This design comes from an exercise in tuning for small area on the open sky130 flow, not from production work. Only simulation tests tie the RTL to the original design; equivalence was not proved. Power and IR drop assume default switching activity.

Design zigbee_rx_back, start of the top module:
module zigbee_rx_back (
  input  logic       clk_i,
  input  logic       resetn_i,
  input  logic [4:0] ibb_i,
  input  logic [4:0] qbb_i,
  input  logic       iq_valid_i,
  input  logic       psel_i,
  input  logic       penable_i,
  input  logic       pwrite_i,
  output logic [7:0] prdata_o,
  output logic       pslverr_o,
  output logic       bit_o,
  output logic       bit_en_o
);
  logic [4:0] cordic_phase;
  logic       cordic_take;
  logic       cdr_bit;
  logic       cdr_take;
  logic       cdr_valid;
  zigbee_cordic_top i_cordic (
    .reset_n(resetn_i), .clk(clk_i), .ibb(ibb_i), .qbb(qbb_i), .iValid(iq_valid_i),
    .wout(cordic_phase), .take_o(cordic_take));
  bit_recovery_CDR i_cdr (
    .clk(clk_i), .resetn(resetn_i), .phase_i(cordic_phase), .ph_take_i(cordic_take),
    .data_en_o(cdr_valid), .take_o(cdr_take), .data_w(cdr_bit));
  fifo_rx i_fifo_rx (
    .clk(clk_i), .reset_n(resetn_i), .en_cdr(cdr_valid), .take(cdr_take), .data_in(cdr_bit),
    .psel(psel_i), .pwrite(pwrite_i), .penable(penable_i),
    .pslverr(pslverr_o), .prdata(prdata_o), .bit_o(bit_o));
  assign bit_en_o = cdr_valid;
endmodule
For scale: roughly 1,100 cells after synthesis, about 570 flip-flops, ~27 I/O pins, ~0.015 sq mm of cells after synthesis.
==> module cdr, before the edit <==
module cdr(
	input  logic clk,
	input  logic resetn_i,
	input  logic data_i,
	output logic data_en_o,
	output logic take_o
	);
	logic q1, q3;
	logic T_w, E_w;
	logic [4:0] count;
	logic [4:0] rest;
	assign T_w = data_i ^ q1;
	assign E_w = q1 ^ q3;
	assign rest = ~T_w ? 5'd14 : (E_w ? 5'd13 : 5'd15);
	assign take_o = count == 0;
	assign data_en_o = count == 1;
	always_ff @(posedge clk, negedge resetn_i) begin
		if (~resetn_i) begin
			q1 <= 0;
			q3 <= 0;
			count <= 25;
		end else begin
			if (count == 12) begin
				q1 <= data_i;
				count <= rest;
			end else if (count == 25) begin
				q3 <= data_i;
				count <= 0;
			end else
				count <= count + 1;
		end
	end
endmodule
Settings: LEC_CHECK=0, ABC_AREA=1, CAP_MARGIN=20, CORE_MARGIN=2, CORE_UTILIZATION=75, PLACE_DENSITY=0.88, SLEW_MARGIN=20; clock period 10.0 ns.
standard.sh (not shown) runs the stock make flow with config.mk's settings and CLKGATE_MAP_FILE= SYNTH_SCRIPT=/design/flow/synth_recipe.tcl, a recipe that flattens the netlist after the stock synthesis.
==> flow/flow/run.sh <==
#!/bin/bash
# Layout flow: the standard flow (standard.sh) for every step, with these
# changes in how the layout is made:
#  - synthesis maps the logic with an area-oriented ABC script (abc_area.script
#    here, in place of ORFS's) and leaves adders to ABC (no ADDER_MAP_FILE);
#    the rest of synthesis is ORFS's, unchanged, so the registers are the
#    standard synthesis's;
#  - port buffers are sky130_fd_sc_hd__buf_1 (every port still gets one);
#  - clock tree synthesis leaves out dummy loads and uses clkbuf_8 buffers with
#    small sink clusters.
# Each step's full output goes to a log file in the work folder.
set -euo pipefail
WORK=$(pwd)
cp -r "$FLOW_HOME/scripts" "$WORK/scripts_own"
cp "$WORK/flow/abc_area.script" "$WORK/scripts_own/abc_area.script"
SCRIPTS_DIR="$WORK/scripts_own" ADDER_MAP_FILE= bash standard.sh synth > "$WORK/log_synth.txt" 2>&1
export BUFFER_PORTS_ARGS="-buffer_cell sky130_fd_sc_hd__buf_1"
export CTS_ARGS="-sink_clustering_enable -repair_clock_nets -dont_use_dummy_load -sink_clustering_size 16 -sink_clustering_max_diameter 50 -buf_list sky130_fd_sc_hd__clkbuf_8"
bash standard.sh finish > "$WORK/log_layout.txt" 2>&1
==> flow/flow/abc_area.script <==
strash
&get -n
&dch
&nf -R 1000
&put
strash
&get -n
&dch
&nf -R 1000
&put
topo
The starting point finished clean.
==> next run, changes <==
--- a/flow/design.v
+++ b/flow/design.v
@@ -476,11 +476,14 @@
 	output logic take_o
 	);
-	logic q1, q3;
 	logic T_w, E_w;
+	logic q1, q2, q3, q4;
 	logic [4:0] count;
-	logic [4:0] rest;
-	assign T_w = data_i ^ q1;
-	assign E_w = q1 ^ q3;
-	assign rest = ~T_w ? 5'd14 : (E_w ? 5'd13 : 5'd15);
+	logic [4:0] cycles;
+	logic en_rise_w, en_fall_w;
+	assign T_w = q1 ^ q2;
+	assign E_w = q2 ^ q4;
+	assign cycles = ~T_w ? 5'd24 : (E_w ? 5'd25 : 5'd23);
+	assign en_rise_w = count == 12;
+	assign en_fall_w = count == cycles;
 	assign take_o = count == 0;
 	assign data_en_o = count == 1;
@@ -488,11 +491,15 @@
 		if (~resetn_i) begin
 			q1 <= 0;
+			q2 <= 0;
 			q3 <= 0;
-			count <= 25;
+			q4 <= 0;
+			count <= 24;
 		end else begin
-			if (count == 12) begin
+			if (en_rise_w) begin
 				q1 <= data_i;
-				count <= rest;
-			end else if (count == 25) begin
+				q2 <= q1;
+				q4 <= q3;
+			end
+			if (en_fall_w) begin
 				q3 <= data_i;
 				count <= 0;
Result: Setup slack improves by 0.093 ns. Sequential cell count rises by 2. Register-to-register slack improves by 0.27 ns. Clock skew stays flat. Global-route usage climbs by 1.1 points. Maximum frequency came out higher by 1.4%. Final cell count rises by 0.89%. Non-clock buffer count is lower by 1. Power is about the same. Clock power stays flat.

========
Another version of the RTL of zigbee_rx_back (not shown whole).
Size in the first run: about 1100 cells after synthesis, roughly 580 flip-flops, about 27 I/O pins, roughly 15000 um^2 of cells after synthesis.
==> module bit_recovery, before the edit <==
module bit_recovery(
	input  logic       clk,
	input  logic       resetn,
	input  logic [4:0] phase,
	input  logic       take,
	output logic       data_bits
	);
	logic [4:0] phase_q;
	logic lt, bit_new, bit_early;
	logic [2:0] bit_d;
	assign lt = phase[3:0] < phase_q[3:0];
	always_comb begin
		if (phase[4] != phase_q[4])
			bit_new = lt;
		else if (!phase[4])
			bit_new = lt ? bit_early : 1'b1;
		else
			bit_new = lt ? 1'b0 : bit_early;
	end
	always_ff @(posedge clk, negedge resetn) begin
		if (~resetn) begin
			phase_q <= 0;
			bit_early <= 0;
			bit_d <= 0;
		end else begin
			if (take) begin
				phase_q <= phase;
				bit_early <= bit_new;
			end
			bit_d <= {bit_d[1:0], bit_early};
		end
	end
	assign data_bits = bit_d[2];
endmodule
Settings: LEC_CHECK=0, ABC_AREA=1, CAP_MARGIN=20, CORE_MARGIN=2, CORE_UTILIZATION=75, PLACE_DENSITY=0.88, SLEW_MARGIN=20; clock period 10.0 ns.
Scripts as last shown in full above: flow/flow/run.sh, flow/flow/abc_area.script
The baseline finished clean.
Change:
--- a/flow/design.v
+++ b/flow/design.v
@@ -440,35 +440,32 @@
 	input  logic [4:0] phase,
 	input  logic       take,
 	output logic       data_bits
 	);
 	logic [4:0] phase_q;
-	logic lt, bit_new, bit_early;
-	logic [2:0] bit_d;
+	logic lt, keep, val;
+	logic [1:0] out_d [0:2];
 	assign lt = phase[3:0] < phase_q[3:0];
-	always_comb begin
-		if (phase[4] != phase_q[4])
-			bit_new = lt;
-		else if (!phase[4])
-			bit_new = lt ? bit_early : 1'b1;
-		else
-			bit_new = lt ? 1'b0 : bit_early;
-	end
+	assign keep = (phase[4] == phase_q[4]) && (lt ^ phase[4]);
+	assign val = (phase[4] != phase_q[4]) ? lt : ~phase[4];
 	always_ff @(posedge clk, negedge resetn) begin
 		if (~resetn) begin
+			out_d[0] <= 0;
+			out_d[1] <= 0;
+			out_d[2] <= 0;
 			phase_q <= 0;
-			bit_early <= 0;
-			bit_d <= 0;
+			data_bits <= 0;
 		end else begin
-			if (take) begin
+			out_d[0] <= !take ? 2'b00 : keep ? 2'b01 : {1'b1, val};
+			out_d[1] <= out_d[0];
+			out_d[2] <= out_d[1];
+			if (take)
 				phase_q <= phase;
-				bit_early <= bit_new;
-			end
-			bit_d <= {bit_d[1:0], bit_early};
+			if (out_d[2][1])
+				data_bits <= out_d[2][0];
 		end
 	end
-	assign data_bits = bit_d[2];
 endmodule
 module cdr(
 	input  logic clk,
 	input  logic resetn_i,
 	input  logic data_i,
Outcome:
- The changed run went through all stages and came out clean
- setup slack improves by 0.33 ns
- cell count is lower by about 0.6%
- combinational power barely changes
- non-clock buffer count does not change
- clock-buffer cell count came out lower by 1
- via count stays flat
- global-route usage came out higher by 1.2 points

[separate check: timing with driven ports]
How much do the figures lean on ideal ports? The routed layouts below were timed once more, with nothing changed but the port constraints. Step 1 (the two cells are an assumption about what drives the block):
set clk [get_ports {clk_i}]
set_driving_cell -lib_cell sky130_fd_sc_hd__clkbuf_16 $clk
set_driving_cell -lib_cell sky130_fd_sc_hd__buf_2 [delete_from_list [all_inputs] $clk]
Step 2 also shifts input and output timing later by t, the mid clock arrival at the registers, as if the neighbouring blocks saw the same clock. Slacks: ideal / step 1 / step 2; pairs: ideal / step 1.
| run | shift t [ns] | slack for setup (ns) | latest minus earliest clock arrival (ns) |
|---|---|---|---|
| the first run of note 1 | 0.585 | 3.170 / 3.185 / 2.600 | 0.068 / 0.069 |
| the second run of note 1 | 0.596 | 3.263 / 3.284 / 2.688 | 0.078 / 0.078 |
| the first run of note 2 | 0.596 | 3.022 / 3.043 / 2.447 | 0.048 / 0.048 |
| the second run of note 2 | 0.588 | 3.347 / 3.368 / 2.780 | 0.057 / 0.058 |
After both steps every run listed still meets setup and hold.
